From an optimization exercise on the open Yosys and OpenROAD flow, aimed at small area and a short achievable clock period; shortcuts taken in it are not production practice.
Only simulation tests tie the RTL to the original design; equivalence was not proved.

`design/flow/config.mk`:
```
export PLATFORM = sky130hd
export DESIGN_NAME = multiply_accumulate
export DESIGN_NICKNAME = multiply_accumulate
export VERILOG_FILES = /design/flow/design.v
export SDC_FILE = /design/flow/constraint.sdc
export NUM_CORES = 4
export LEC_CHECK = 0
export CAP_MARGIN = 20
export CORE_MARGIN = 2
export CORE_UTILIZATION = 65
export CTS_BUF_LIST = sky130_fd_sc_hd__clkbuf_8
export CTS_CLUSTER_DIAMETER = 60
export CTS_CLUSTER_SIZE = 15
export SETUP_SLACK_MARGIN = 2.5
export SLEW_MARGIN = 20
export TNS_END_PERCENT = 0
```
`design/flow/constraint.sdc`:
```
create_clock -name core_clock -period 4.5 [get_ports {clk}]
set_input_delay 0.9000 -clock core_clock [delete_from_list [all_inputs] [get_ports {clk}]]
set_output_delay 0.9000 -clock core_clock [all_outputs]
set_load 0.01 [all_outputs]
```
`design/flow/design.v`:
```
module multiplier_int(clk, a, one, two, neg, b, p);
  input clk;
  input [15:0] a;
  input [7:0] one, two, neg;
  input [15:0] b;
  output [31:0] p;
  reg [15:0] a_r;
  reg [7:0] one_r, two_r, neg_r;
  wire pp0_0;
  wire pp0_1;
  wire pp0_2;
  wire pp0_3;
  wire pp0_4;
  wire pp0_5;
  wire pp0_6;
  wire pp0_7;
  wire pp0_8;
  wire pp0_9;
  wire pp0_10;
  wire pp0_11;
  wire pp0_12;
  wire pp0_13;
  wire pp0_14;
  wire pp0_15;
  wire pp0_16;
  wire pp1_0;
  wire pp1_1;
  wire pp1_2;
  wire pp1_3;
  wire pp1_4;
  wire pp1_5;
  wire pp1_6;
  wire pp1_7;
  wire pp1_8;
  wire pp1_9;
  wire pp1_10;
  wire pp1_11;
  wire pp1_12;
  wire pp1_13;
  wire pp1_14;
  wire pp1_15;
  wire pp1_16;
  wire pp2_0;
  wire pp2_1;
  wire pp2_2;
  wire pp2_3;
  wire pp2_4;
  wire pp2_5;
  wire pp2_6;
  wire pp2_7;
  wire pp2_8;
  wire pp2_9;
  wire pp2_10;
  wire pp2_11;
  wire pp2_12;
  wire pp2_13;
  wire pp2_14;
  wire pp2_15;
  wire pp2_16;
  wire pp3_0;
  wire pp3_1;
  wire pp3_2;
  wire pp3_3;
  wire pp3_4;
  wire pp3_5;
  wire pp3_6;
  wire pp3_7;
  wire pp3_8;
  wire pp3_9;
  wire pp3_10;
  wire pp3_11;
  wire pp3_12;
  wire pp3_13;
  wire pp3_14;
  wire pp3_15;
  wire pp3_16;
  wire pp4_0;
  wire pp4_1;
  wire pp4_2;
  wire pp4_3;
  wire pp4_4;
  wire pp4_5;
  wire pp4_6;
  wire pp4_7;
  wire pp4_8;
  wire pp4_9;
  wire pp4_10;
  wire pp4_11;
  wire pp4_12;
  wire pp4_13;
  wire pp4_14;
  wire pp4_15;
  wire pp4_16;
  wire pp5_0;
  wire pp5_1;
  wire pp5_2;
  wire pp5_3;
  wire pp5_4;
  wire pp5_5;
  wire pp5_6;
  wire pp5_7;
  wire pp5_8;
  wire pp5_9;
  wire pp5_10;
  wire pp5_11;
  wire pp5_12;
  wire pp5_13;
  wire pp5_14;
  wire pp5_15;
  wire pp5_16;
  wire pp6_0;
  wire pp6_1;
  wire pp6_2;
  wire pp6_3;
  wire pp6_4;
  wire pp6_5;
  wire pp6_6;
  wire pp6_7;
  wire pp6_8;
  wire pp6_9;
  wire pp6_10;
  wire pp6_11;
  wire pp6_12;
  wire pp6_13;
  wire pp6_14;
  wire pp6_15;
  wire pp6_16;
  wire pp7_0;
  wire pp7_1;
  wire pp7_2;
  wire pp7_3;
  wire pp7_4;
  wire pp7_5;
  wire pp7_6;
  wire pp7_7;
  wire pp7_8;
  wire pp7_9;
  wire pp7_10;
  wire pp7_11;
  wire pp7_12;
  wire pp7_13;
  wire pp7_14;
  wire pp7_15;
  wire pp7_16;
  wire s1;
  wire c2;
  wire s3;
  wire c4;
  wire s5;
  wire c6;
  wire s7;
  wire c8;
  wire s9;
  wire c10;
  wire s11;
  wire c12;
  wire s13;
  wire c14;
  wire s15;
  wire c16;
  wire s17;
  wire c18;
  wire s19;
  wire c20;
  wire s21;
  wire c22;
  wire s23;
  wire c24;
  wire s25;
  wire c26;
  wire s27;
  wire c28;
  wire s29;
  wire c30;
  wire s31;
  wire c32;
  wire s33;
  wire c34;
  wire s35;
  wire c36;
  wire s37;
  wire c38;
  wire s39;
  wire c40;
  wire s41;
  wire c42;
  wire s43;
  wire c44;
  wire s45;
  wire c46;
  wire s47;
  wire c48;
  wire s49;
  wire c50;
  wire s51;
  wire c52;
  wire s53;
  wire c54;
  wire s55;
  wire c56;
  wire s57;
  wire c58;
  wire s59;
  wire c60;
  wire s61;
  wire c62;
  wire s63;
  wire c64;
  wire s65;
  wire c66;
  wire s67;
  wire c68;
  wire s69;
  wire c70;
  wire s71;
  wire c72;
  wire s73;
  wire c74;
  wire s75;
  wire c76;
  wire s77;
  wire c78;
  wire s79;
  wire c80;
  wire s81;
  wire c82;
  wire s83;
  wire c84;
  wire s85;
  wire c86;
  wire s87;
  wire c88;
  wire s89;
  wire c90;
  wire s91;
  wire c92;
  wire s93;
  wire c94;
  wire s95;
  wire c96;
  wire s97;
  wire c98;
  wire s99;
  wire c100;
  wire s101;
  wire c102;
  wire s103;
  wire c104;
  wire s105;
  wire c106;
  wire s107;
  wire c108;
  wire s109;
  wire c110;
  wire s111;
  wire c112;
  wire s113;
  wire c114;
  wire s115;
  wire c116;
  wire s117;
  wire c118;
  wire s119;
  wire c120;
  wire s121;
  wire c122;
  wire s123;
  wire c124;
  wire s125;
  wire c126;
  wire s127;
  wire c128;
  wire s129;
  wire c130;
  wire s131;
  wire c132;
  wire s133;
  wire c134;
  wire s135;
  wire c136;
  wire s137;
  wire c138;
  wire s139;
  wire c140;
  wire s141;
  wire c142;
  wire s143;
  wire c144;
  wire s145;
  wire c146;
  wire s147;
  wire c148;
  wire s149;
  wire c150;
  wire s151;
  wire c152;
  wire s153;
  wire c154;
  wire s155;
  wire c156;
  wire s157;
  wire c158;
  wire s159;
  wire c160;
  wire s161;
  wire c162;
  wire s163;
  wire c164;
  wire s165;
  wire c166;
  wire s167;
  wire c168;
  wire s169;
  wire c170;
  wire s171;
  wire c172;
  wire s173;
  wire c174;
  wire s175;
  wire c176;
  wire s177;
  wire c178;
  wire s179;
  wire c180;
  wire s181;
  wire c182;
  wire s183;
  wire c184;
  wire s185;
  wire c186;
  wire s187;
  wire c188;
  wire s189;
  wire c190;
  wire s191;
  wire c192;
  wire s193;
  wire c194;
  wire s195;
  wire c196;
  wire s197;
  wire c198;
  wire s199;
  wire c200;
  wire s201;
  wire c202;
  wire s203;
  wire c204;
  wire s205;
  wire c206;
  wire s207;
  wire c208;
  wire s209;
  wire c210;
  wire s211;
  wire c212;
  wire s213;
  wire c214;
  wire s215;
  wire c216;
  wire s217;
  wire c218;
  wire s219;
  wire c220;
  wire s221;
  wire c222;
  wire s223;
  wire c224;
  reg t3_0_0;
  reg t3_0_1;
  reg t3_1_0;
  reg t3_2_0;
  reg t3_2_1;
  reg t3_2_2;
  reg t3_3_0;
  reg t3_3_1;
  reg t3_4_0;
  reg t3_4_1;
  reg t3_4_2;
  reg t3_5_0;
  reg t3_5_1;
  reg t3_5_2;
  reg t3_6_0;
  reg t3_6_1;
  reg t3_6_2;
  reg t3_7_0;
  reg t3_7_1;
  reg t3_7_2;
  reg t3_8_0;
  reg t3_8_1;
  reg t3_8_2;
  reg t3_9_0;
  reg t3_9_1;
  reg t3_9_2;
  reg t3_10_0;
  reg t3_10_1;
  reg t3_10_2;
  reg t3_11_0;
  reg t3_11_1;
  reg t3_11_2;
  reg t3_12_0;
  reg t3_12_1;
  reg t3_12_2;
  reg t3_13_0;
  reg t3_13_1;
  reg t3_13_2;
  reg t3_14_0;
  reg t3_14_1;
  reg t3_14_2;
  reg t3_15_0;
  reg t3_15_1;
  reg t3_15_2;
  reg t3_16_0;
  reg t3_16_1;
  reg t3_16_2;
  reg t3_17_0;
  reg t3_17_1;
  reg t3_17_2;
  reg t3_18_0;
  reg t3_18_1;
  reg t3_18_2;
  reg t3_19_0;
  reg t3_19_1;
  reg t3_19_2;
  reg t3_20_0;
  reg t3_20_1;
  reg t3_20_2;
  reg t3_21_0;
  reg t3_21_1;
  reg t3_21_2;
  reg t3_22_0;
  reg t3_22_1;
  reg t3_22_2;
  reg t3_23_0;
  reg t3_23_1;
  reg t3_23_2;
  reg t3_24_0;
  reg t3_24_1;
  reg t3_24_2;
  reg t3_25_0;
  reg t3_25_1;
  reg t3_25_2;
  reg t3_26_0;
  reg t3_26_1;
  reg t3_26_2;
  reg t3_27_0;
  reg t3_27_2;
  reg t3_28_0;
  reg t3_28_1;
  reg t3_28_2;
  reg t3_29_0;
  reg t3_30_0;
  always @(posedge clk) begin
    a_r <= a;
    one_r <= one; two_r <= two; neg_r <= neg;
    t3_0_0 <= pp0_0;
    t3_0_1 <= neg_r[0];
    t3_1_0 <= pp0_1;
    t3_2_0 <= pp0_2;
    t3_2_1 <= pp1_0;
    t3_2_2 <= neg_r[1];
    t3_3_0 <= pp0_3;
    t3_3_1 <= pp1_1;
    t3_4_0 <= s121;
    t3_4_1 <= pp2_0;
    t3_4_2 <= neg_r[2];
    t3_5_0 <= s123;
    t3_5_1 <= pp2_1;
    t3_5_2 <= c122;
    t3_6_0 <= s125;
    t3_6_1 <= neg_r[3];
    t3_6_2 <= c124;
    t3_7_0 <= s127;
    t3_7_1 <= c50;
    t3_7_2 <= c126;
    t3_8_0 <= s129;
    t3_8_1 <= c52;
    t3_8_2 <= c128;
    t3_9_0 <= s131;
    t3_9_1 <= c56;
    t3_9_2 <= c130;
    t3_10_0 <= s133;
    t3_10_1 <= c60;
    t3_10_2 <= c132;
    t3_11_0 <= s135;
    t3_11_1 <= c64;
    t3_11_2 <= c134;
    t3_12_0 <= s137;
    t3_12_1 <= c68;
    t3_12_2 <= c136;
    t3_13_0 <= s139;
    t3_13_1 <= c72;
    t3_13_2 <= c138;
    t3_14_0 <= s141;
    t3_14_1 <= c76;
    t3_14_2 <= c140;
    t3_15_0 <= s143;
    t3_15_1 <= c80;
    t3_15_2 <= c142;
    t3_16_0 <= s145;
    t3_16_1 <= c84;
    t3_16_2 <= c144;
    t3_17_0 <= s147;
    t3_17_1 <= c88;
    t3_17_2 <= c146;
    t3_18_0 <= s149;
    t3_18_1 <= c92;
    t3_18_2 <= c148;
    t3_19_0 <= s151;
    t3_19_1 <= c96;
    t3_19_2 <= c150;
    t3_20_0 <= s153;
    t3_20_1 <= c100;
    t3_20_2 <= c152;
    t3_21_0 <= s155;
    t3_21_1 <= c104;
    t3_21_2 <= c154;
    t3_22_0 <= s157;
    t3_22_1 <= c108;
    t3_22_2 <= c156;
    t3_23_0 <= s159;
    t3_23_1 <= c112;
    t3_23_2 <= c158;
    t3_24_0 <= s161;
    t3_24_1 <= c116;
    t3_24_2 <= c160;
    t3_25_0 <= s163;
    t3_25_1 <= c118;
    t3_25_2 <= c162;
    t3_26_0 <= s165;
    t3_26_1 <= c120;
    t3_26_2 <= c164;
    t3_27_0 <= s167;
    t3_27_2 <= c166;
    t3_28_0 <= pp6_16;
    t3_28_1 <= pp7_14;
    t3_28_2 <= c168;
    t3_29_0 <= pp7_15;
    t3_30_0 <= pp7_16;
  end
  assign pp0_0 = (one_r[0] & a_r[0]) ^ neg_r[0];
  assign pp0_1 = ((one_r[0] & a_r[1]) | (two_r[0] & a_r[0])) ^ neg_r[0];
  assign pp0_2 = ((one_r[0] & a_r[2]) | (two_r[0] & a_r[1])) ^ neg_r[0];
  assign pp0_3 = ((one_r[0] & a_r[3]) | (two_r[0] & a_r[2])) ^ neg_r[0];
  assign pp0_4 = ((one_r[0] & a_r[4]) | (two_r[0] & a_r[3])) ^ neg_r[0];
  assign pp0_5 = ((one_r[0] & a_r[5]) | (two_r[0] & a_r[4])) ^ neg_r[0];
  assign pp0_6 = ((one_r[0] & a_r[6]) | (two_r[0] & a_r[5])) ^ neg_r[0];
  assign pp0_7 = ((one_r[0] & a_r[7]) | (two_r[0] & a_r[6])) ^ neg_r[0];
  assign pp0_8 = ((one_r[0] & a_r[8]) | (two_r[0] & a_r[7])) ^ neg_r[0];
  assign pp0_9 = ((one_r[0] & a_r[9]) | (two_r[0] & a_r[8])) ^ neg_r[0];
  assign pp0_10 = ((one_r[0] & a_r[10]) | (two_r[0] & a_r[9])) ^ neg_r[0];
  assign pp0_11 = ((one_r[0] & a_r[11]) | (two_r[0] & a_r[10])) ^ neg_r[0];
  assign pp0_12 = ((one_r[0] & a_r[12]) | (two_r[0] & a_r[11])) ^ neg_r[0];
  assign pp0_13 = ((one_r[0] & a_r[13]) | (two_r[0] & a_r[12])) ^ neg_r[0];
  assign pp0_14 = ((one_r[0] & a_r[14]) | (two_r[0] & a_r[13])) ^ neg_r[0];
  assign pp0_15 = ((one_r[0] & a_r[15]) | (two_r[0] & a_r[14])) ^ neg_r[0];
  assign pp0_16 = ~(((one_r[0] & a_r[15]) | (two_r[0] & a_r[15])) ^ neg_r[0]);
  assign pp1_0 = (one_r[1] & a_r[0]) ^ neg_r[1];
  assign pp1_1 = ((one_r[1] & a_r[1]) | (two_r[1] & a_r[0])) ^ neg_r[1];
  assign pp1_2 = ((one_r[1] & a_r[2]) | (two_r[1] & a_r[1])) ^ neg_r[1];
  assign pp1_3 = ((one_r[1] & a_r[3]) | (two_r[1] & a_r[2])) ^ neg_r[1];
  assign pp1_4 = ((one_r[1] & a_r[4]) | (two_r[1] & a_r[3])) ^ neg_r[1];
  assign pp1_5 = ((one_r[1] & a_r[5]) | (two_r[1] & a_r[4])) ^ neg_r[1];
  assign pp1_6 = ((one_r[1] & a_r[6]) | (two_r[1] & a_r[5])) ^ neg_r[1];
  assign pp1_7 = ((one_r[1] & a_r[7]) | (two_r[1] & a_r[6])) ^ neg_r[1];
  assign pp1_8 = ((one_r[1] & a_r[8]) | (two_r[1] & a_r[7])) ^ neg_r[1];
  assign pp1_9 = ((one_r[1] & a_r[9]) | (two_r[1] & a_r[8])) ^ neg_r[1];
  assign pp1_10 = ((one_r[1] & a_r[10]) | (two_r[1] & a_r[9])) ^ neg_r[1];
  assign pp1_11 = ((one_r[1] & a_r[11]) | (two_r[1] & a_r[10])) ^ neg_r[1];
  assign pp1_12 = ((one_r[1] & a_r[12]) | (two_r[1] & a_r[11])) ^ neg_r[1];
  assign pp1_13 = ((one_r[1] & a_r[13]) | (two_r[1] & a_r[12])) ^ neg_r[1];
  assign pp1_14 = ((one_r[1] & a_r[14]) | (two_r[1] & a_r[13])) ^ neg_r[1];
  assign pp1_15 = ((one_r[1] & a_r[15]) | (two_r[1] & a_r[14])) ^ neg_r[1];
  assign pp1_16 = ~(((one_r[1] & a_r[15]) | (two_r[1] & a_r[15])) ^ neg_r[1]);
  assign pp2_0 = (one_r[2] & a_r[0]) ^ neg_r[2];
  assign pp2_1 = ((one_r[2] & a_r[1]) | (two_r[2] & a_r[0])) ^ neg_r[2];
  assign pp2_2 = ((one_r[2] & a_r[2]) | (two_r[2] & a_r[1])) ^ neg_r[2];
  assign pp2_3 = ((one_r[2] & a_r[3]) | (two_r[2] & a_r[2])) ^ neg_r[2];
  assign pp2_4 = ((one_r[2] & a_r[4]) | (two_r[2] & a_r[3])) ^ neg_r[2];
  assign pp2_5 = ((one_r[2] & a_r[5]) | (two_r[2] & a_r[4])) ^ neg_r[2];
  assign pp2_6 = ((one_r[2] & a_r[6]) | (two_r[2] & a_r[5])) ^ neg_r[2];
  assign pp2_7 = ((one_r[2] & a_r[7]) | (two_r[2] & a_r[6])) ^ neg_r[2];
  assign pp2_8 = ((one_r[2] & a_r[8]) | (two_r[2] & a_r[7])) ^ neg_r[2];
  assign pp2_9 = ((one_r[2] & a_r[9]) | (two_r[2] & a_r[8])) ^ neg_r[2];
  assign pp2_10 = ((one_r[2] & a_r[10]) | (two_r[2] & a_r[9])) ^ neg_r[2];
  assign pp2_11 = ((one_r[2] & a_r[11]) | (two_r[2] & a_r[10])) ^ neg_r[2];
  assign pp2_12 = ((one_r[2] & a_r[12]) | (two_r[2] & a_r[11])) ^ neg_r[2];
  assign pp2_13 = ((one_r[2] & a_r[13]) | (two_r[2] & a_r[12])) ^ neg_r[2];
  assign pp2_14 = ((one_r[2] & a_r[14]) | (two_r[2] & a_r[13])) ^ neg_r[2];
  assign pp2_15 = ((one_r[2] & a_r[15]) | (two_r[2] & a_r[14])) ^ neg_r[2];
  assign pp2_16 = ~(((one_r[2] & a_r[15]) | (two_r[2] & a_r[15])) ^ neg_r[2]);
  assign pp3_0 = (one_r[3] & a_r[0]) ^ neg_r[3];
  assign pp3_1 = ((one_r[3] & a_r[1]) | (two_r[3] & a_r[0])) ^ neg_r[3];
  assign pp3_2 = ((one_r[3] & a_r[2]) | (two_r[3] & a_r[1])) ^ neg_r[3];
  assign pp3_3 = ((one_r[3] & a_r[3]) | (two_r[3] & a_r[2])) ^ neg_r[3];
  assign pp3_4 = ((one_r[3] & a_r[4]) | (two_r[3] & a_r[3])) ^ neg_r[3];
  assign pp3_5 = ((one_r[3] & a_r[5]) | (two_r[3] & a_r[4])) ^ neg_r[3];
  assign pp3_6 = ((one_r[3] & a_r[6]) | (two_r[3] & a_r[5])) ^ neg_r[3];
  assign pp3_7 = ((one_r[3] & a_r[7]) | (two_r[3] & a_r[6])) ^ neg_r[3];
  assign pp3_8 = ((one_r[3] & a_r[8]) | (two_r[3] & a_r[7])) ^ neg_r[3];
  assign pp3_9 = ((one_r[3] & a_r[9]) | (two_r[3] & a_r[8])) ^ neg_r[3];
  assign pp3_10 = ((one_r[3] & a_r[10]) | (two_r[3] & a_r[9])) ^ neg_r[3];
  assign pp3_11 = ((one_r[3] & a_r[11]) | (two_r[3] & a_r[10])) ^ neg_r[3];
  assign pp3_12 = ((one_r[3] & a_r[12]) | (two_r[3] & a_r[11])) ^ neg_r[3];
  assign pp3_13 = ((one_r[3] & a_r[13]) | (two_r[3] & a_r[12])) ^ neg_r[3];
  assign pp3_14 = ((one_r[3] & a_r[14]) | (two_r[3] & a_r[13])) ^ neg_r[3];
  assign pp3_15 = ((one_r[3] & a_r[15]) | (two_r[3] & a_r[14])) ^ neg_r[3];
  assign pp3_16 = ~(((one_r[3] & a_r[15]) | (two_r[3] & a_r[15])) ^ neg_r[3]);
  assign pp4_0 = (one_r[4] & a_r[0]) ^ neg_r[4];
  assign pp4_1 = ((one_r[4] & a_r[1]) | (two_r[4] & a_r[0])) ^ neg_r[4];
  assign pp4_2 = ((one_r[4] & a_r[2]) | (two_r[4] & a_r[1])) ^ neg_r[4];
  assign pp4_3 = ((one_r[4] & a_r[3]) | (two_r[4] & a_r[2])) ^ neg_r[4];
  assign pp4_4 = ((one_r[4] & a_r[4]) | (two_r[4] & a_r[3])) ^ neg_r[4];
  assign pp4_5 = ((one_r[4] & a_r[5]) | (two_r[4] & a_r[4])) ^ neg_r[4];
  assign pp4_6 = ((one_r[4] & a_r[6]) | (two_r[4] & a_r[5])) ^ neg_r[4];
  assign pp4_7 = ((one_r[4] & a_r[7]) | (two_r[4] & a_r[6])) ^ neg_r[4];
  assign pp4_8 = ((one_r[4] & a_r[8]) | (two_r[4] & a_r[7])) ^ neg_r[4];
  assign pp4_9 = ((one_r[4] & a_r[9]) | (two_r[4] & a_r[8])) ^ neg_r[4];
  assign pp4_10 = ((one_r[4] & a_r[10]) | (two_r[4] & a_r[9])) ^ neg_r[4];
  assign pp4_11 = ((one_r[4] & a_r[11]) | (two_r[4] & a_r[10])) ^ neg_r[4];
  assign pp4_12 = ((one_r[4] & a_r[12]) | (two_r[4] & a_r[11])) ^ neg_r[4];
  assign pp4_13 = ((one_r[4] & a_r[13]) | (two_r[4] & a_r[12])) ^ neg_r[4];
  assign pp4_14 = ((one_r[4] & a_r[14]) | (two_r[4] & a_r[13])) ^ neg_r[4];
  assign pp4_15 = ((one_r[4] & a_r[15]) | (two_r[4] & a_r[14])) ^ neg_r[4];
  assign pp4_16 = ~(((one_r[4] & a_r[15]) | (two_r[4] & a_r[15])) ^ neg_r[4]);
  assign pp5_0 = (one_r[5] & a_r[0]) ^ neg_r[5];
  assign pp5_1 = ((one_r[5] & a_r[1]) | (two_r[5] & a_r[0])) ^ neg_r[5];
  assign pp5_2 = ((one_r[5] & a_r[2]) | (two_r[5] & a_r[1])) ^ neg_r[5];
  assign pp5_3 = ((one_r[5] & a_r[3]) | (two_r[5] & a_r[2])) ^ neg_r[5];
  assign pp5_4 = ((one_r[5] & a_r[4]) | (two_r[5] & a_r[3])) ^ neg_r[5];
  assign pp5_5 = ((one_r[5] & a_r[5]) | (two_r[5] & a_r[4])) ^ neg_r[5];
  assign pp5_6 = ((one_r[5] & a_r[6]) | (two_r[5] & a_r[5])) ^ neg_r[5];
  assign pp5_7 = ((one_r[5] & a_r[7]) | (two_r[5] & a_r[6])) ^ neg_r[5];
  assign pp5_8 = ((one_r[5] & a_r[8]) | (two_r[5] & a_r[7])) ^ neg_r[5];
  assign pp5_9 = ((one_r[5] & a_r[9]) | (two_r[5] & a_r[8])) ^ neg_r[5];
  assign pp5_10 = ((one_r[5] & a_r[10]) | (two_r[5] & a_r[9])) ^ neg_r[5];
  assign pp5_11 = ((one_r[5] & a_r[11]) | (two_r[5] & a_r[10])) ^ neg_r[5];
  assign pp5_12 = ((one_r[5] & a_r[12]) | (two_r[5] & a_r[11])) ^ neg_r[5];
  assign pp5_13 = ((one_r[5] & a_r[13]) | (two_r[5] & a_r[12])) ^ neg_r[5];
  assign pp5_14 = ((one_r[5] & a_r[14]) | (two_r[5] & a_r[13])) ^ neg_r[5];
  assign pp5_15 = ((one_r[5] & a_r[15]) | (two_r[5] & a_r[14])) ^ neg_r[5];
  assign pp5_16 = ~(((one_r[5] & a_r[15]) | (two_r[5] & a_r[15])) ^ neg_r[5]);
  assign pp6_0 = (one_r[6] & a_r[0]) ^ neg_r[6];
  assign pp6_1 = ((one_r[6] & a_r[1]) | (two_r[6] & a_r[0])) ^ neg_r[6];
  assign pp6_2 = ((one_r[6] & a_r[2]) | (two_r[6] & a_r[1])) ^ neg_r[6];
  assign pp6_3 = ((one_r[6] & a_r[3]) | (two_r[6] & a_r[2])) ^ neg_r[6];
  assign pp6_4 = ((one_r[6] & a_r[4]) | (two_r[6] & a_r[3])) ^ neg_r[6];
  assign pp6_5 = ((one_r[6] & a_r[5]) | (two_r[6] & a_r[4])) ^ neg_r[6];
  assign pp6_6 = ((one_r[6] & a_r[6]) | (two_r[6] & a_r[5])) ^ neg_r[6];
  assign pp6_7 = ((one_r[6] & a_r[7]) | (two_r[6] & a_r[6])) ^ neg_r[6];
  assign pp6_8 = ((one_r[6] & a_r[8]) | (two_r[6] & a_r[7])) ^ neg_r[6];
  assign pp6_9 = ((one_r[6] & a_r[9]) | (two_r[6] & a_r[8])) ^ neg_r[6];
  assign pp6_10 = ((one_r[6] & a_r[10]) | (two_r[6] & a_r[9])) ^ neg_r[6];
  assign pp6_11 = ((one_r[6] & a_r[11]) | (two_r[6] & a_r[10])) ^ neg_r[6];
  assign pp6_12 = ((one_r[6] & a_r[12]) | (two_r[6] & a_r[11])) ^ neg_r[6];
  assign pp6_13 = ((one_r[6] & a_r[13]) | (two_r[6] & a_r[12])) ^ neg_r[6];
  assign pp6_14 = ((one_r[6] & a_r[14]) | (two_r[6] & a_r[13])) ^ neg_r[6];
  assign pp6_15 = ((one_r[6] & a_r[15]) | (two_r[6] & a_r[14])) ^ neg_r[6];
  assign pp6_16 = ~(((one_r[6] & a_r[15]) | (two_r[6] & a_r[15])) ^ neg_r[6]);
  assign pp7_0 = (one_r[7] & a_r[0]) ^ neg_r[7];
  assign pp7_1 = ((one_r[7] & a_r[1]) | (two_r[7] & a_r[0])) ^ neg_r[7];
  assign pp7_2 = ((one_r[7] & a_r[2]) | (two_r[7] & a_r[1])) ^ neg_r[7];
  assign pp7_3 = ((one_r[7] & a_r[3]) | (two_r[7] & a_r[2])) ^ neg_r[7];
  assign pp7_4 = ((one_r[7] & a_r[4]) | (two_r[7] & a_r[3])) ^ neg_r[7];
  assign pp7_5 = ((one_r[7] & a_r[5]) | (two_r[7] & a_r[4])) ^ neg_r[7];
  assign pp7_6 = ((one_r[7] & a_r[6]) | (two_r[7] & a_r[5])) ^ neg_r[7];
  assign pp7_7 = ((one_r[7] & a_r[7]) | (two_r[7] & a_r[6])) ^ neg_r[7];
  assign pp7_8 = ((one_r[7] & a_r[8]) | (two_r[7] & a_r[7])) ^ neg_r[7];
  assign pp7_9 = ((one_r[7] & a_r[9]) | (two_r[7] & a_r[8])) ^ neg_r[7];
  assign pp7_10 = ((one_r[7] & a_r[10]) | (two_r[7] & a_r[9])) ^ neg_r[7];
  assign pp7_11 = ((one_r[7] & a_r[11]) | (two_r[7] & a_r[10])) ^ neg_r[7];
  assign pp7_12 = ((one_r[7] & a_r[12]) | (two_r[7] & a_r[11])) ^ neg_r[7];
  assign pp7_13 = ((one_r[7] & a_r[13]) | (two_r[7] & a_r[12])) ^ neg_r[7];
  assign pp7_14 = ((one_r[7] & a_r[14]) | (two_r[7] & a_r[13])) ^ neg_r[7];
  assign pp7_15 = ((one_r[7] & a_r[15]) | (two_r[7] & a_r[14])) ^ neg_r[7];
  assign pp7_16 = ~(((one_r[7] & a_r[15]) | (two_r[7] & a_r[15])) ^ neg_r[7]);
  assign s1 = pp0_10 ^ pp1_8;
  assign c2 = pp0_10 & pp1_8;
  assign s3 = pp0_11 ^ pp1_9;
  assign c4 = pp0_11 & pp1_9;
  assign s5 = pp0_12 ^ pp1_10 ^ pp2_8;
  assign c6 = (pp0_12 & pp1_10) | (pp0_12 & pp2_8) | (pp1_10 & pp2_8);
  assign s7 = pp3_6 ^ pp4_4;
  assign c8 = pp3_6 & pp4_4;
  assign s9 = pp0_13 ^ pp1_11 ^ pp2_9;
  assign c10 = (pp0_13 & pp1_11) | (pp0_13 & pp2_9) | (pp1_11 & pp2_9);
  assign s11 = pp3_7 ^ pp4_5;
  assign c12 = pp3_7 & pp4_5;
  assign s13 = pp0_14 ^ pp1_12 ^ pp2_10;
  assign c14 = (pp0_14 & pp1_12) | (pp0_14 & pp2_10) | (pp1_12 & pp2_10);
  assign s15 = pp3_8 ^ pp4_6 ^ pp5_4;
  assign c16 = (pp3_8 & pp4_6) | (pp3_8 & pp5_4) | (pp4_6 & pp5_4);
  assign s17 = pp6_2 ^ pp7_0;
  assign c18 = pp6_2 & pp7_0;
  assign s19 = pp0_15 ^ pp1_13 ^ pp2_11;
  assign c20 = (pp0_15 & pp1_13) | (pp0_15 & pp2_11) | (pp1_13 & pp2_11);
  assign s21 = pp3_9 ^ pp4_7 ^ pp5_5;
  assign c22 = (pp3_9 & pp4_7) | (pp3_9 & pp5_5) | (pp4_7 & pp5_5);
  assign s23 = pp6_3 ^ pp7_1;
  assign c24 = pp6_3 & pp7_1;
  assign s25 = pp0_16 ^ pp1_14 ^ pp2_12;
  assign c26 = (pp0_16 & pp1_14) | (pp0_16 & pp2_12) | (pp1_14 & pp2_12);
  assign s27 = pp3_10 ^ pp4_8 ^ pp5_6;
  assign c28 = (pp3_10 & pp4_8) | (pp3_10 & pp5_6) | (pp4_8 & pp5_6);
  assign s29 = pp6_4 ^ pp7_2 ^ 1'b1;
  assign c30 = (pp6_4 & pp7_2) | (pp6_4 & 1'b1) | (pp7_2 & 1'b1);
  assign s31 = pp1_15 ^ pp2_13 ^ pp3_11;
  assign c32 = (pp1_15 & pp2_13) | (pp1_15 & pp3_11) | (pp2_13 & pp3_11);
  assign s33 = pp4_9 ^ pp5_7 ^ pp6_5;
  assign c34 = (pp4_9 & pp5_7) | (pp4_9 & pp6_5) | (pp5_7 & pp6_5);
  assign s35 = pp7_3 ^ 1'b1;
  assign c36 = pp7_3 & 1'b1;
  assign s37 = pp1_16 ^ pp2_14 ^ pp3_12;
  assign c38 = (pp1_16 & pp2_14) | (pp1_16 & pp3_12) | (pp2_14 & pp3_12);
  assign s39 = pp4_10 ^ pp5_8 ^ pp6_6;
  assign c40 = (pp4_10 & pp5_8) | (pp4_10 & pp6_6) | (pp5_8 & pp6_6);
  assign s41 = pp2_15 ^ pp3_13 ^ pp4_11;
  assign c42 = (pp2_15 & pp3_13) | (pp2_15 & pp4_11) | (pp3_13 & pp4_11);
  assign s43 = pp5_9 ^ pp6_7;
  assign c44 = pp5_9 & pp6_7;
  assign s45 = pp2_16 ^ pp3_14 ^ pp4_12;
  assign c46 = (pp2_16 & pp3_14) | (pp2_16 & pp4_12) | (pp3_14 & pp4_12);
  assign s47 = pp3_15 ^ pp4_13;
  assign c48 = pp3_15 & pp4_13;
  assign s49 = pp0_6 ^ pp1_4;
  assign c50 = pp0_6 & pp1_4;
  assign s51 = pp0_7 ^ pp1_5;
  assign c52 = pp0_7 & pp1_5;
  assign s53 = pp0_8 ^ pp1_6 ^ pp2_4;
  assign c54 = (pp0_8 & pp1_6) | (pp0_8 & pp2_4) | (pp1_6 & pp2_4);
  assign s55 = pp3_2 ^ pp4_0;
  assign c56 = pp3_2 & pp4_0;
  assign s57 = pp0_9 ^ pp1_7 ^ pp2_5;
  assign c58 = (pp0_9 & pp1_7) | (pp0_9 & pp2_5) | (pp1_7 & pp2_5);
  assign s59 = pp3_3 ^ pp4_1;
  assign c60 = pp3_3 & pp4_1;
  assign s61 = s1 ^ pp2_6 ^ pp3_4;
  assign c62 = (s1 & pp2_6) | (s1 & pp3_4) | (pp2_6 & pp3_4);
  assign s63 = pp4_2 ^ pp5_0 ^ neg_r[5];
  assign c64 = (pp4_2 & pp5_0) | (pp4_2 & neg_r[5]) | (pp5_0 & neg_r[5]);
  assign s65 = s3 ^ pp2_7 ^ pp3_5;
  assign c66 = (s3 & pp2_7) | (s3 & pp3_5) | (pp2_7 & pp3_5);
  assign s67 = pp4_3 ^ pp5_1 ^ c2;
  assign c68 = (pp4_3 & pp5_1) | (pp4_3 & c2) | (pp5_1 & c2);
  assign s69 = s5 ^ s7 ^ pp5_2;
  assign c70 = (s5 & s7) | (s5 & pp5_2) | (s7 & pp5_2);
  assign s71 = pp6_0 ^ neg_r[6] ^ c4;
  assign c72 = (pp6_0 & neg_r[6]) | (pp6_0 & c4) | (neg_r[6] & c4);
  assign s73 = s9 ^ s11 ^ pp5_3;
  assign c74 = (s9 & s11) | (s9 & pp5_3) | (s11 & pp5_3);
  assign s75 = pp6_1 ^ c6 ^ c8;
  assign c76 = (pp6_1 & c6) | (pp6_1 & c8) | (c6 & c8);
  assign s77 = s13 ^ s15 ^ s17;
  assign c78 = (s13 & s15) | (s13 & s17) | (s15 & s17);
  assign s79 = neg_r[7] ^ c10 ^ c12;
  assign c80 = (neg_r[7] & c10) | (neg_r[7] & c12) | (c10 & c12);
  assign s81 = s19 ^ s21 ^ s23;
  assign c82 = (s19 & s21) | (s19 & s23) | (s21 & s23);
  assign s83 = c14 ^ c16 ^ c18;
  assign c84 = (c14 & c16) | (c14 & c18) | (c16 & c18);
  assign s85 = s25 ^ s27 ^ s29;
  assign c86 = (s25 & s27) | (s25 & s29) | (s27 & s29);
  assign s87 = c20 ^ c22 ^ c24;
  assign c88 = (c20 & c22) | (c20 & c24) | (c22 & c24);
  assign s89 = s31 ^ s33 ^ s35;
  assign c90 = (s31 & s33) | (s31 & s35) | (s33 & s35);
  assign s91 = c26 ^ c28 ^ c30;
  assign c92 = (c26 & c28) | (c26 & c30) | (c28 & c30);
  assign s93 = s37 ^ s39 ^ pp7_4;
  assign c94 = (s37 & s39) | (s37 & pp7_4) | (s39 & pp7_4);
  assign s95 = c32 ^ c34 ^ c36;
  assign c96 = (c32 & c34) | (c32 & c36) | (c34 & c36);
  assign s97 = s41 ^ s43 ^ pp7_5;
  assign c98 = (s41 & s43) | (s41 & pp7_5) | (s43 & pp7_5);
  assign s99 = 1'b1 ^ c38 ^ c40;
  assign c100 = (1'b1 & c38) | (1'b1 & c40) | (c38 & c40);
  assign s101 = s45 ^ pp5_10 ^ pp6_8;
  assign c102 = (s45 & pp5_10) | (s45 & pp6_8) | (pp5_10 & pp6_8);
  assign s103 = pp7_6 ^ c42 ^ c44;
  assign c104 = (pp7_6 & c42) | (pp7_6 & c44) | (c42 & c44);
  assign s105 = s47 ^ pp5_11 ^ pp6_9;
  assign c106 = (s47 & pp5_11) | (s47 & pp6_9) | (pp5_11 & pp6_9);
  assign s107 = pp7_7 ^ 1'b1 ^ c46;
  assign c108 = (pp7_7 & 1'b1) | (pp7_7 & c46) | (1'b1 & c46);
  assign s109 = pp3_16 ^ pp4_14 ^ pp5_12;
  assign c110 = (pp3_16 & pp4_14) | (pp3_16 & pp5_12) | (pp4_14 & pp5_12);
  assign s111 = pp6_10 ^ pp7_8 ^ c48;
  assign c112 = (pp6_10 & pp7_8) | (pp6_10 & c48) | (pp7_8 & c48);
  assign s113 = pp4_15 ^ pp5_13 ^ pp6_11;
  assign c114 = (pp4_15 & pp5_13) | (pp4_15 & pp6_11) | (pp5_13 & pp6_11);
  assign s115 = pp7_9 ^ 1'b1;
  assign c116 = pp7_9 & 1'b1;
  assign s117 = pp4_16 ^ pp5_14 ^ pp6_12;
  assign c118 = (pp4_16 & pp5_14) | (pp4_16 & pp6_12) | (pp5_14 & pp6_12);
  assign s119 = pp5_15 ^ pp6_13;
  assign c120 = pp5_15 & pp6_13;
  assign s121 = pp0_4 ^ pp1_2;
  assign c122 = pp0_4 & pp1_2;
  assign s123 = pp0_5 ^ pp1_3;
  assign c124 = pp0_5 & pp1_3;
  assign s125 = s49 ^ pp2_2 ^ pp3_0;
  assign c126 = (s49 & pp2_2) | (s49 & pp3_0) | (pp2_2 & pp3_0);
  assign s127 = s51 ^ pp2_3 ^ pp3_1;
  assign c128 = (s51 & pp2_3) | (s51 & pp3_1) | (pp2_3 & pp3_1);
  assign s129 = s53 ^ s55 ^ neg_r[4];
  assign c130 = (s53 & s55) | (s53 & neg_r[4]) | (s55 & neg_r[4]);
  assign s131 = s57 ^ s59 ^ c54;
  assign c132 = (s57 & s59) | (s57 & c54) | (s59 & c54);
  assign s133 = s61 ^ s63 ^ c58;
  assign c134 = (s61 & s63) | (s61 & c58) | (s63 & c58);
  assign s135 = s65 ^ s67 ^ c62;
  assign c136 = (s65 & s67) | (s65 & c62) | (s67 & c62);
  assign s137 = s69 ^ s71 ^ c66;
  assign c138 = (s69 & s71) | (s69 & c66) | (s71 & c66);
  assign s139 = s73 ^ s75 ^ c70;
  assign c140 = (s73 & s75) | (s73 & c70) | (s75 & c70);
  assign s141 = s77 ^ s79 ^ c74;
  assign c142 = (s77 & s79) | (s77 & c74) | (s79 & c74);
  assign s143 = s81 ^ s83 ^ c78;
  assign c144 = (s81 & s83) | (s81 & c78) | (s83 & c78);
  assign s145 = s85 ^ s87 ^ c82;
  assign c146 = (s85 & s87) | (s85 & c82) | (s87 & c82);
  assign s147 = s89 ^ s91 ^ c86;
  assign c148 = (s89 & s91) | (s89 & c86) | (s91 & c86);
  assign s149 = s93 ^ s95 ^ c90;
  assign c150 = (s93 & s95) | (s93 & c90) | (s95 & c90);
  assign s151 = s97 ^ s99 ^ c94;
  assign c152 = (s97 & s99) | (s97 & c94) | (s99 & c94);
  assign s153 = s101 ^ s103 ^ c98;
  assign c154 = (s101 & s103) | (s101 & c98) | (s103 & c98);
  assign s155 = s105 ^ s107 ^ c102;
  assign c156 = (s105 & s107) | (s105 & c102) | (s107 & c102);
  assign s157 = s109 ^ s111 ^ c106;
  assign c158 = (s109 & s111) | (s109 & c106) | (s111 & c106);
  assign s159 = s113 ^ s115 ^ c110;
  assign c160 = (s113 & s115) | (s113 & c110) | (s115 & c110);
  assign s161 = s117 ^ pp7_10 ^ c114;
  assign c162 = (s117 & pp7_10) | (s117 & c114) | (pp7_10 & c114);
  assign s163 = s119 ^ pp7_11 ^ 1'b1;
  assign c164 = (s119 & pp7_11) | (s119 & 1'b1) | (pp7_11 & 1'b1);
  assign s165 = pp5_16 ^ pp6_14 ^ pp7_12;
  assign c166 = (pp5_16 & pp6_14) | (pp5_16 & pp7_12) | (pp6_14 & pp7_12);
  assign s167 = pp6_15 ^ pp7_13;
  assign c168 = pp6_15 & pp7_13;
  assign s169 = t3_2_0 ^ t3_2_1;
  assign c170 = t3_2_0 & t3_2_1;
  assign s171 = t3_3_0 ^ t3_3_1;
  assign c172 = t3_3_0 & t3_3_1;
  assign s173 = t3_4_0 ^ t3_4_1 ^ t3_4_2;
  assign c174 = (t3_4_0 & t3_4_1) | (t3_4_0 & t3_4_2) | (t3_4_1 & t3_4_2);
  assign s175 = t3_5_0 ^ t3_5_1 ^ t3_5_2;
  assign c176 = (t3_5_0 & t3_5_1) | (t3_5_0 & t3_5_2) | (t3_5_1 & t3_5_2);
  assign s177 = t3_6_0 ^ t3_6_1 ^ t3_6_2;
  assign c178 = (t3_6_0 & t3_6_1) | (t3_6_0 & t3_6_2) | (t3_6_1 & t3_6_2);
  assign s179 = t3_7_0 ^ t3_7_1 ^ t3_7_2;
  assign c180 = (t3_7_0 & t3_7_1) | (t3_7_0 & t3_7_2) | (t3_7_1 & t3_7_2);
  assign s181 = t3_8_0 ^ t3_8_1 ^ t3_8_2;
  assign c182 = (t3_8_0 & t3_8_1) | (t3_8_0 & t3_8_2) | (t3_8_1 & t3_8_2);
  assign s183 = t3_9_0 ^ t3_9_1 ^ t3_9_2;
  assign c184 = (t3_9_0 & t3_9_1) | (t3_9_0 & t3_9_2) | (t3_9_1 & t3_9_2);
  assign s185 = t3_10_0 ^ t3_10_1 ^ t3_10_2;
  assign c186 = (t3_10_0 & t3_10_1) | (t3_10_0 & t3_10_2) | (t3_10_1 & t3_10_2);
  assign s187 = t3_11_0 ^ t3_11_1 ^ t3_11_2;
  assign c188 = (t3_11_0 & t3_11_1) | (t3_11_0 & t3_11_2) | (t3_11_1 & t3_11_2);
  assign s189 = t3_12_0 ^ t3_12_1 ^ t3_12_2;
  assign c190 = (t3_12_0 & t3_12_1) | (t3_12_0 & t3_12_2) | (t3_12_1 & t3_12_2);
  assign s191 = t3_13_0 ^ t3_13_1 ^ t3_13_2;
  assign c192 = (t3_13_0 & t3_13_1) | (t3_13_0 & t3_13_2) | (t3_13_1 & t3_13_2);
  assign s193 = t3_14_0 ^ t3_14_1 ^ t3_14_2;
  assign c194 = (t3_14_0 & t3_14_1) | (t3_14_0 & t3_14_2) | (t3_14_1 & t3_14_2);
  assign s195 = t3_15_0 ^ t3_15_1 ^ t3_15_2;
  assign c196 = (t3_15_0 & t3_15_1) | (t3_15_0 & t3_15_2) | (t3_15_1 & t3_15_2);
  assign s197 = t3_16_0 ^ t3_16_1 ^ t3_16_2;
  assign c198 = (t3_16_0 & t3_16_1) | (t3_16_0 & t3_16_2) | (t3_16_1 & t3_16_2);
  assign s199 = t3_17_0 ^ t3_17_1 ^ t3_17_2;
  assign c200 = (t3_17_0 & t3_17_1) | (t3_17_0 & t3_17_2) | (t3_17_1 & t3_17_2);
  assign s201 = t3_18_0 ^ t3_18_1 ^ t3_18_2;
  assign c202 = (t3_18_0 & t3_18_1) | (t3_18_0 & t3_18_2) | (t3_18_1 & t3_18_2);
  assign s203 = t3_19_0 ^ t3_19_1 ^ t3_19_2;
  assign c204 = (t3_19_0 & t3_19_1) | (t3_19_0 & t3_19_2) | (t3_19_1 & t3_19_2);
  assign s205 = t3_20_0 ^ t3_20_1 ^ t3_20_2;
  assign c206 = (t3_20_0 & t3_20_1) | (t3_20_0 & t3_20_2) | (t3_20_1 & t3_20_2);
  assign s207 = t3_21_0 ^ t3_21_1 ^ t3_21_2;
  assign c208 = (t3_21_0 & t3_21_1) | (t3_21_0 & t3_21_2) | (t3_21_1 & t3_21_2);
  assign s209 = t3_22_0 ^ t3_22_1 ^ t3_22_2;
  assign c210 = (t3_22_0 & t3_22_1) | (t3_22_0 & t3_22_2) | (t3_22_1 & t3_22_2);
  assign s211 = t3_23_0 ^ t3_23_1 ^ t3_23_2;
  assign c212 = (t3_23_0 & t3_23_1) | (t3_23_0 & t3_23_2) | (t3_23_1 & t3_23_2);
  assign s213 = t3_24_0 ^ t3_24_1 ^ t3_24_2;
  assign c214 = (t3_24_0 & t3_24_1) | (t3_24_0 & t3_24_2) | (t3_24_1 & t3_24_2);
  assign s215 = t3_25_0 ^ t3_25_1 ^ t3_25_2;
  assign c216 = (t3_25_0 & t3_25_1) | (t3_25_0 & t3_25_2) | (t3_25_1 & t3_25_2);
  assign s217 = t3_26_0 ^ t3_26_1 ^ t3_26_2;
  assign c218 = (t3_26_0 & t3_26_1) | (t3_26_0 & t3_26_2) | (t3_26_1 & t3_26_2);
  assign s219 = t3_27_0 ^ 1'b1 ^ t3_27_2;
  assign c220 = (t3_27_0 & 1'b1) | (t3_27_0 & t3_27_2) | (1'b1 & t3_27_2);
  assign s221 = t3_28_0 ^ t3_28_1 ^ t3_28_2;
  assign c222 = (t3_28_0 & t3_28_1) | (t3_28_0 & t3_28_2) | (t3_28_1 & t3_28_2);
  assign s223 = t3_29_0 ^ 1'b1;
  assign c224 = t3_29_0 & 1'b1;
  wire [31:0] rowA = {1'b1, t3_30_0, s223, s221, s219, s217, s215, s213, s211, s209, s207, s205, s203, s201, s199, s197, s195, s193, s191, s189, s187, s185, s183, s181, s179, s177, s175, s173, s171, s169, t3_1_0, t3_0_0};
  wire [31:0] rowB = {1'b0, c224, c222, c220, c218, c216, c214, c212, c210, c208, c206, c204, c202, c200, c198, c196, c194, c192, c190, c188, c186, c184, c182, c180, c178, c176, c174, c172, c170, t3_2_2, 1'b0, t3_0_1};
  assign p = rowA + rowB;
endmodule
module multiply_accumulate(
  clk,
  aresetn,
  reset,
  data,
  multi,
  result,
  overflow
);
  parameter I_OPP_W = 16;
  parameter O_OPP_W = 2 * I_OPP_W;
  input clk;
  input aresetn;
  input reset;
  input [I_OPP_W - 1:0] data;
  input [I_OPP_W - 1:0] multi;
  output reg [O_OPP_W - 1:0] result;
  output reg overflow;
  wire [16:0] bx = {multi, 1'b0};
  wire [7:0] one, two, neg;
  genvar g;
  generate for (g = 0; g < 8; g = g + 1) begin : enc
    assign one[g] = bx[2*g+1] ^ bx[2*g];
    assign two[g] = (bx[2*g+2] & ~bx[2*g+1] & ~bx[2*g]) | (~bx[2*g+2] & bx[2*g+1] & bx[2*g]);
    assign neg[g] = bx[2*g+2];
  end endgenerate
  wire [31:0] prod;
  multiplier_int u0(.clk(clk), .a(data), .one(one), .two(two), .neg(neg), .b(multi), .p(prod));
  localparam ND = 15;
  reg [30:0] pd [0:ND-2];
  integer i;
  always @(posedge clk) begin
    pd[0] <= prod[30:0];
    for (i = 1; i < ND - 1; i = i + 1)
      pd[i] <= pd[i-1];
  end
  wire [30:0] pp = pd[ND-2];
  wire [31:0] pfull = {pp[30] & (|pp[29:0]), pp};
  reg [4:0] cnt;
  reg [31:0] q;
  always @(posedge clk, negedge aresetn) begin
    if (aresetn == 0) begin
      cnt <= 0;
      q <= 0;
    end else begin
      if (cnt != 5'd16)
        cnt <= cnt + 5'd1;
      q <= (cnt == 5'd16) ? pfull : 32'd0;
    end
  end
  always @(posedge clk, negedge aresetn) begin
    if (aresetn == 0) begin
      result <= 0;
      overflow <= 0;
    end else if (reset == 1) begin
      result <= 0;
      overflow <= 0;
    end else begin
      result <= result + q;
      overflow <= result[O_OPP_W - 1] ^ q[31];
    end
  end
endmodule
```
`design/flow/flow/run.sh`:
```
#!/bin/bash
# The standard layout (standard.sh), with these changes to how it is made:
# - synthesis runs flow/synth.tcl: the standard flow's synthesis script, with ABC mapping
#   the logic for delay (flow/abc_delay.script);
# - Yosys does not map full/half adders to the library's fa/ha cells
#   (ADDER_MAP_FILE empty), so ABC maps that logic too;
# - port buffers are sky130_fd_sc_hd__buf_1, the smallest buffer.
export MY_FLOW_DIR=$PWD/flow
bash standard.sh "SYNTH_SCRIPT=$PWD/flow/synth.tcl" "ADDER_MAP_FILE=" \
  "BUFFER_PORTS_ARGS=-buffer_cell sky130_fd_sc_hd__buf_1" finish > standard.log 2>&1
```
`design/flow/flow/abc_delay.script`:
```
&get -n
&st
&dch
&nf -D 1500
&put
buffer -c
topo
stime -c
upsize -c -D 1500
dnsize -c -D 1500
```
`design/flow/flow/synth.tcl`:
```
# The standard flow's synthesis script (synth_recipe.tcl, which runs ORFS's synth.tcl) with
# one change: ABC maps the combinational logic with flow/abc_delay.script, a
# delay-driven script, instead of ORFS's abc_speed.script.  Registers are
# mapped before ABC runs and are not changed by it.
proc abc {args} {
  set i [lsearch -exact $args -script]
  if {$i >= 0} {
    set args [lreplace $args [expr {$i + 1}] [expr {$i + 1}] $::env(MY_FLOW_DIR)/abc_delay.script]
  }
  puts "flow/synth.tcl: abc $args"
  yosys abc {*}$args
}
source $::env(MY_FLOW_DIR)/../synth_recipe.tcl
```
`design/flow/standard.sh`:
```
#!/bin/bash
# synth_recipe.tcl (not shown) runs the flow's synth.tcl, then flattens the netlist and writes it again
# the make line also repeats each setting of config.mk as NAME=value (left out here)
make -C /OpenROAD-flow-scripts/flow DESIGN_CONFIG=/design/flow/config.mk WORK_HOME=/design/flow/orfs CLKGATE_MAP_FILE= SYNTH_SCRIPT=/design/flow/synth_recipe.tcl "${@:-finish}"
```
==> impl_metrics.yaml, run 1 <==
timing:
  whs_ps: 313
  period_share_pct: 57.1
  worstMarginPinSlew_ps: 810
  maxSlewHeadroom_pct: 46.0
  report.final.slew_viol_count: 0
  setup_viol: 0
  max_freq_mhz: 389
  fin_crit_ps: 2570
  skew_ps: 23.3
  rsz0062_at_grt: "true"
  finalHoldViolCount: 0
  fin_tns_setup_ps: 0
synthesis:
  yosys.area.top_type: "dfxtp_1"
  synth.most_common_cell: "dfxtp_1"
  synth.top_cell.area_share_pct: 49.7
  synthTopCellsByCount: "558 x dfxtp_1, 271 x xnor2_1, 157 x nor2_1, 138 x nand2_1, 122 x a22oi_1"
  synth_xor_area_share_pct: 18.1
  synthesis.nets: 2012
  syn-instance-count: 1977
  synth-main-ff-cell: "dfxtp_1"
  ys_types: 63
  ys_ff_latch: 628
  yosys-mux-area-fraction_pct: 0.0501
  yosys.area_share.simple_pct: 8.18
  synth_compound_area_share_pct: 11.0
  synth-async-reset-ratio_pct: 11.1
  synthAdderAreaFrac_pct: 3.24
  netlist_top_cells_area: "dfxtp_1 50%, xnor2_1 11%, dfrtp_1 7.8%"
  synth_top_family_by_area: "XOR/XNOR gates"
  ys_seq_area_share_pct: 57.5
  syn_area_per_cell_sq_um: 11.4
  syn_area_sq_mm: 0.0225
  synth_enable_flop_cells: 0
  yosysWarnings: 3
final_layout:
  area_growth_pct: 9.03
  antenna_cells: 0
  final_layout_size_suffix_gt1_share_pct: 10.1
  post-route-util_pct: 71.4
  nets: 2074
floorplan:
  die_y_um: 190
  die_w_um: 190
  die_area_sq_mm: 0.0361
  initial_utilization_pct: 65.5
  coreArea_sq_mm: 0.0343
  rows: 68
  pin_count: 68
route:
  dr.pass1.iters: 7
  wire_per_inst_um: 17.9
  ant_nets: 0
  drc: 0
  drt-total-wl_um: 45200
  vias: 14000
  via_per_inst: 5.56
  drt-initial-drc-count: 706
worst_setup_path:
  crit_arrival_ps: 3100
  path_max_fanout: 4
  cp.required_ps: 5030
  critPathKind: "reg -> reg"
  worst_setup_path_end_kind: "flop"
  start_kind: "flop"
clocking:
  clk_pin_slew_ps: 90
  clk_path_buf_depth: 3
  cts_root_buf: "clkbuf_8"
  insertion_delay_ps: 660
  cts_tree: "yes"
  cts_max_level: 2
  numCtsBuffers: 53
  hold_buffers: 0
  clock_sinks: 628
flow_run:
  maxCapViolations: 0
global_route:
  grt_pass1_wl_um: 72500
  top_usage_layer: "met2"
  grtUsageMet1_pct: 29.0
  grt_start_max_net_pins: 38
  grt_util_all_layers_pct: 25.4
  grtUsageMet2_pct: 46.0
  antenna_found_initial: 0
  grt_pass1_vias: 14100
  grt_remaining_overflow: 0
  met3_usage_pct: 3.84
hold_path:
  hold_class: "in -> async"
placement:
  hpwl_um: 31300
  port_buffers: 67
  place_congestion: 0.908
run_status:
  status: "finished clean"
## path summary, 6_finish.rpt
check / start / end / slack [ps] / depth (start not counted)
max: u0.t3_26_1$_DFF_P_ / pd[0][29]$_DFF_P_ / 1930 / 7
min: aresetn / result[3]$_DFF_PN0_ / 310 / 1
max reg2reg: u0.t3_26_1$_DFF_P_ / pd[0][29]$_DFF_P_ / 1930 / 7
min reg2reg: pd[10][13]$_DFF_P_ / pd[11][13]$_DFF_P_ / 310 / 0
max in group asynchronous: aresetn / q[21]$_DFF_PN0_ / 3210 / 2
min in group core_clock: pd[10][13]$_DFF_P_ / pd[11][13]$_DFF_P_ / 310 / 0
## kinds of logic (layout without fill, tap and decap cells)
logic type / after synthesis / after routing
flops: 628 / 628
simple gates: 416 / 416
xor+xnor: 392 / 392
compound gates: 377 / 377
buf+inv: 91 / 178
fa+ha+maj: 72 / 72
mux: 1 / 1
## stage by stage
step	setup slack, ps	std cells	cell area (sq um)
finish	1930	2519	24500
global route	1920	2519	24500
CTS	2090	2516	24400
detailed placement	1760	2421	22900
global placement	1700	2421	22900
floorplan	2360	1977	22500
## sequential cells by signal, summed over array words and instances (netlist names), 5 cells and up
signal and cells:
pd 434, u0.neg_r 8, u0.one_r 8, result 32, u0.a_r 16, cnt 5
u0.two_r 8, q 32
## cell usage in the layout, fill, tap and decap left out, drive strengths merged, types with 13 or more instances in the layout
cell type	netlist	routed
dfxtp	558	558
xnor2	277	277
nor2	157	157
nand2	138	138
a22oi	122	122
o21ai	103	103
buf	45	89
a21oi	84	84
xor2	78	78
maj3	72	72
dfrtp	70	70
clkbuf	38	57
and2	43	43
xor3	31	31
nor4	25	25
inv	8	25
nand4	13	13
nor3	13	13
## metal layers
metal  vias to the layer above  routed length (um)
li1                       6844                   -
met3                       141                2040
met2                       435               23100
met5                         -                   0
met1                      6584               18000
met4                         0                2070
## worst max-delay path, stage by stage (launching register included)
cell      delay [ps]
dfxtp_1          340
xor3_1           480
xnor2_2          250
o21ai_0          200
a211oi_1         470
o21ai_0          290
a221oi_1         310
xor2_1           100
## what timing repair did
item | CTS | global route
endpoints found under the setup margin | 127 | 120
pin swaps | 15 | 6
setup buffers | 15 | 3
gates resized for setup | 80 | 12
## cell type report
cell class | instances | area, sq um
flip-flops and latches | 628 | 13000
inverters | 8 | 30.0
fillers | 2439 | 9800
clock buffers | 56 | 771
multi-input cells | 1258 | 9470
repair buffers | 90 | 439
well taps | 455 | 569
clock inverters | 24 | 238
==> run 2: changes to the inputs <==
==> design/flow/flow/abc_delay.script (replaced) <==
strash
&get -n
&st
&dch -f
&nf -D 1500
&put
buffer -c
topo
upsize -c -D 1500
dnsize -c -D 1500
==> impl_metrics.yaml, run 2 <==
run_status:
  status: "finished clean"
synthesis:
  synth-main-ff-cell: "dfxtp_1"
  synth-async-reset-ratio_pct: 11.1
  syn_area_sq_mm: 0.0231
  synth.most_common_cell: "dfxtp_1"
  synthesis.nets: 2037
  syn-instance-count: 2002
  ys_seq_area_share_pct: 56.0
  yosys.area.top_type: "dfxtp_1"
  yosysWarnings: 3
  synthTopCellsByCount: "558 x dfxtp_1, 278 x xnor2_1, 151 x nor2_1, 135 x nand2_1, 111 x a22oi_1"
  ys_types: 63
  synth_enable_flop_cells: 0
  synth.top_cell.area_share_pct: 48.4
  syn_area_per_cell_sq_um: 11.5
  netlist_top_cells_area: "dfxtp_1 48%, xnor2_1 11%, dfrtp_1 7.6%"
  ys_ff_latch: 628
final_layout:
  regMostFlops: "pd"
  fillers: 2508
  final_area_sq_mm: 0.0253
  final_cell_mix: "519 x dfxtp_1, 268 x xnor2_1, 148 x nor2_1"
  nets: 2120
  largest_register_ff_count: 434
  final_layout_size_suffix_gt1_share_pct: 13.9
  multi_input_area_sq_mm: 0.0101
  area_growth_pct: 9.70
  final_common_cell: "dfxtp_1"
  top_regs: "pd: 434 flops, q: 32 flops, result: 32 flops"
  register_area_sq_mm: 0.0130
  antenna_cells: 0
floorplan:
  coreArea_sq_mm: 0.0353
  die_area_sq_mm: 0.0371
  die_y_um: 192
  rows: 69
  die_w_um: 192
  pin_count: 68
  initial_utilization_pct: 65.4
worst_setup_path:
  cpLargestDelayFamily: "XOR/XNOR gates"
  crit_arrival_ps: 3100
  slowest_stage: "xor3_2"
  cp.required_ps: 5070
  crit_top_cell: "buf_6"
  start_kind: "flop"
  path_max_fanout: 4
  critPathKind: "reg -> reg"
  worst_setup_path_end_kind: "flop"
  crit_buf_inv: 3
  max_stage_delay_ps: 510
  reg2reg_slack_ps: 1970
  cp_cell_sequence: "xor3_2, xnor2_4, buf_6, buf_6, nor4_4, buf_4, nand4_1, o211ai_4, a31o_2, xnor2_1"
timing:
  max_freq_mhz: 395
  maxSlewHeadroom_pct: 49.4
  worst_slack_ps: 1970
  period_share_pct: 56.3
  rsz0062_at_grt: "true"
  finalHoldViolCount: 0
  fin_crit_ps: 2530
  fin_tns_setup_ps: 0
  skew_ps: 35.4
  setup_viol: 0
  report.final.slew_viol_count: 0
  worstMarginPinSlew_ps: 758
clocking:
  insertion_delay_ps: 670
  numCtsBuffers: 52
  cts_root_buf: "clkbuf_8"
  clock_sinks: 628
  cts_tree: "yes"
  hold_buffers: 0
  clk_path_buf_depth: 3
  clk_pin_slew_ps: 90
  cts_max_level: 2
route:
  vias: 14400
  ant_nets: 0
  drc: 0
  dr.pass1.iters: 5
  via_per_inst: 5.59
  drt-initial-drc-count: 622
  wire_per_inst_um: 17.8
  drt-total-wl_um: 45600
placement:
  hpwl_um: 32700
  dpl_cell_area_sq_mm: 0.0236
  place_congestion: 0.974
  post-place-ws_ps: 1730
  port_buffers: 67
global_route:
  grt_util_all_layers_pct: 24.5
  antenna_found_initial: 0
  grt_pass1_vias: 14200
  grt_start_max_net_pins: 46
  grt_remaining_overflow: 0
  grt_pass1_wl_um: 71200
hold_path:
  hold_class: "in -> async"
flow_run:
  maxCapViolations: 0
==> run 2: metrics by stage <==
| step | hold slack [ps] | cells | util, % |
|---|---|---|---|
| detailed placement | 312 | 2451 | 66.7 |
| global placement | 310 | 2451 | 66.7 |
| floorplan | 310 | 2002 | - |
| global route | 228 | 2569 | 71.7 |
| CTS | 275 | 2545 | 70.3 |
| finish | 232 | 2569 | 71.7 |
==> run 2: cell families after synthesis <==
| group | Yosys count | synth area share, % |
|---|---|---|
| XOR/XNOR | 404 | 19.3 |
| adder cells (fa/ha/maj) | 73 | 3.21 |
| flip-flops | 628 | 56.0 |
| AO/OA/AOI/OAI | 364 | 10.6 |
| AND/OR/NAND/NOR | 435 | 8.70 |
| multiplexers | 1 | 0.0488 |
| buffers and inverters | 97 | 2.12 |
==> run 2: final cells by class <==
class,count,share of cell area (%)
clock buffer,54,2.93
clock inverter,23,0.741
inverter,14,0.207
multi-input combinational,1277,40.0
sequential,628,51.3
tap,461,2.28
timing repair buffer,112,2.52
==> run 2: routing by layer <==
| layer | wire length [um] | share of wire [%] | global-route usage (%) |
|---|---|---|---|
| met1 | 17900 | 39 | 27.4 |
| met3 | 2210 | 4.8 | 4.11 |
| met2 | 23500 | 51 | 45.2 |
| met5 | 0 | 0 | 0 |
| met4 | 2070 | 4.5 | 11.6 |
==> run 2: path summary, 6_finish.rpt <==
path,startpoint,endpoint,cells after the start
max reg2reg,u0.t3_8_2$_DFF_P_,pd[0][20]$_DFF_P_,10
min reg2reg,pd[3][12]$_DFF_P_,pd[4][12]$_DFF_P_,0
min,aresetn,q[16]$_DFF_PN0_,1
min in group core_clock,pd[3][12]$_DFF_P_,pd[4][12]$_DFF_P_,0
max in group asynchronous,aresetn,result[16]$_DFF_PN0_,2
max,u0.t3_8_2$_DFF_P_,pd[0][20]$_DFF_P_,10
==> run 2: worst reg2reg max path: stages, from the launching register on <==
cell and delay [ps]:
dfxtp_2 340, xor3_2 510, xnor2_4 190, buf_6 140, buf_6 110, nor4_4 280
buf_4 150, nand4_1 140, o211ai_4 190, a31o_2 230, xnor2_1 150
==> run 2: repair_timing <==
item	CTS	global route
setup endpoints to repair	126	122
gates resized for setup	57	70
pin swaps	16	35
setup buffers	17	24
hold endpoints to repair	0	0
==> run 3: changes to the inputs <==
--- a/design/flow/config.mk
+++ b/design/flow/config.mk
@@ -13,4 +13,4 @@
 export CTS_CLUSTER_SIZE = 15
-export SETUP_SLACK_MARGIN = 2.5
+export SETUP_SLACK_MARGIN = 2.2
 export SLEW_MARGIN = 20
-export TNS_END_PERCENT = 0
+export TNS_END_PERCENT = 5
==> impl_metrics.yaml, run 3 <==
placement:
  post-place-ws_ps: 1800
  place_congestion: 0.945
  hpwl_um: 32800
  port_buffers: 67
synthesis:
  synth.most_common_cell: "dfxtp_1"
  synth-main-ff-cell: "dfxtp_1"
  ys_ff_latch: 628
  synthesis.nets: 2037
  yosysWarnings: 3
  netlist_top_cells_area: "dfxtp_1 48%, xnor2_1 11%, dfrtp_1 7.6%"
  syn_area_sq_mm: 0.0231
  ys_types: 63
  syn-instance-count: 2002
  syn_area_per_cell_sq_um: 11.5
  synth_enable_flop_cells: 0
  synth-async-reset-ratio_pct: 11.1
final_layout:
  top_regs: "pd: 434 flops, q: 32 flops, result: 32 flops"
  final_common_cell: "dfxtp_1"
  largest_register_ff_count: 434
  area_growth_pct: 10.3
  regMostFlops: "pd"
  nets: 2116
  final_layout_size_suffix_gt1_share_pct: 14.2
  final_cell_mix: "520 x dfxtp_1, 261 x xnor2_1, 146 x nor2_1"
global_route:
  grt_util_all_layers_pct: 24.6
  grt_pass1_wl_um: 71600
  grt_pass1_vias: 14300
  grt_start_max_net_pins: 44
clocking:
  clk_pin_slew_ps: 90
  cts_tree: "yes"
  insertion_delay_ps: 640
  cts_root_buf: "clkbuf_8"
  numCtsBuffers: 51
  cts_max_level: 2
  clk_path_buf_depth: 3
timing:
  setup_viol: 0
  skew_ps: 15.7
  finalHoldViolCount: 0
  max_freq_mhz: 408
  fin_crit_ps: 2450
  report.final.slew_viol_count: 0
  worst_slack_ps: 2050
  period_share_pct: 54.5
  fin_tns_setup_ps: 0
worst_setup_path:
  r2r_cells: 8
  reg2reg_from: "u0.t3_10_2$_DFF_P_"
  crit_arrival_ps: 2990
  crit_path_end: "pd[0][20]$_DFF_P_"
  start_kind: "flop"
  reg2reg_slack_ps: 2050
floorplan:
  die_area_sq_mm: 0.0371
  rows: 69
  initial_utilization_pct: 65.4
  pin_count: 68
  coreArea_sq_mm: 0.0353
  die_w_um: 192
  die_y_um: 192
route:
  drc: 0
  dr.pass1.iters: 6
  ant_nets: 0
  drt-initial-drc-count: 725
  drt-total-wl_um: 46300
  via_per_inst: 5.62
hold_path:
  hold_class: "reg -> reg"
run_status:
  status: "finished clean"
flow_run:
  maxCapViolations: 0
-- run 3: how the worst min path moves through the flow --
stage | startpoint | slack (ps) | depth (start not counted) | end
3_3_place_gp | pd[0][11]$_DFF_P_ | 310 | 0 | pd[1][11]$_DFF_P_
2_1_floorplan | pd[9][0]$_DFF_P_ | 310 | 0 | pd[10][0]$_DFF_P_
3_5_place_dp | pd[8][4]$_DFF_P_ | 310 | 0 | pd[9][4]$_DFF_P_
5_1_grt | data[7] | 300 | 1 | u0.a_r[7]$_DFF_P_
4_1_cts | data[10] | 290 | 1 | u0.a_r[10]$_DFF_P_
6_report | pd[1][2]$_DFF_P_ | 320 | 0 | pd[2][2]$_DFF_P_
-- run 3: kinds of logic after synthesis --
group	share of synthesized area [%]
fa+ha+maj	3.21
simple gates	8.70
buf+inv	2.12
xor+xnor	19.3
flops	56.0
mux	0.0488
compound gates	10.6
-- run 3: layout make-up --
cell class | instances | area [sq um]
clock buffers | 52 | 716
fillers | 2455 | 9840
well taps | 461 | 577
inverters | 14 | 52.6
multi-input cells | 1278 | 10300
clock inverters | 22 | 245
repair buffers | 108 | 569
flip-flops and latches | 628 | 13000
-- run 3: metal layers --
| layer | global-route usage, % | vias up | wire length, um |
|---|---|---|---|
| met5 | 0 | - | 0 |
| met4 | 12.3 | 0 | 2200 |
| met3 | 4.35 | 143 | 2240 |
| met2 | 44.9 | 446 | 23800 |
| met1 | 27.6 | 6850 | 18100 |
| li1 | - | 6969 | - |
-- run 3: repair_timing --
| item | 4_1_cts | 5_1_grt |
|---|---|---|
| cloned | 1 | 0 |
| endpoints found under the setup margin | 61 | 58 |
| gates resized for setup | 86 | 63 |
| pin swaps | 22 | 31 |
| hold buffers | 0 | 0 |
| buffers inserted | 20 | 19 |
-- run 3: critical path, cell delays in order (launching register included) --
cell,delay (ps)
dfxtp_1,360
xor3_2,510
xnor2_4,210
buf_4,170
nor4_4,340
nand4_1,210
o211ai_4,170
a31o_2,230
xnor2_1,160
-- run 3: through the flow --
stage	instance area (sq um)	util (%)	cells	hold slack (ps)
after global placement	23500	66.6	2449	309
final	25500	72.1	2563	324
after floorplan	23100	-	2002	310
after detailed placement	23500	66.6	2449	312
after global routing	25500	72.1	2563	297
after CTS	25000	70.8	2544	290

==> re-timing with driven ports <==
In the flow no input, the clock included, has a driving cell. The finished layouts below were timed again as built, in two steps.
Step 1 sets driving cells, clkbuf_16 on the clock port and buf_2 on the other inputs (assumed; they add their load-dependent delay and slew).
Step 2 adds t to the input delays and takes it off the output delays; t is the mean of the earliest and latest rising clock arrival at the registers after step 1. Input paths then give back, and output paths get back, about the clock's delay inside the block.
Three values: ideal ports, drivers, drivers and shift; two values: the first two.
run	shift t [ns]	setup slack, ns	worst setup path after step 2	worst register clock-pin slew, ns	cell pins on the clock port's net
run 1	0.702	1.931 / 1.931 / 1.931	register to register	0.10 / 0.10	1
run 2	0.704	1.969 / 1.969 / 1.969	register to register	0.09 / 0.09	1
run 3	0.680	2.048 / 2.048 / 2.048	register to register	0.10 / 0.10	1
After both steps setup and hold are still met in every run listed.
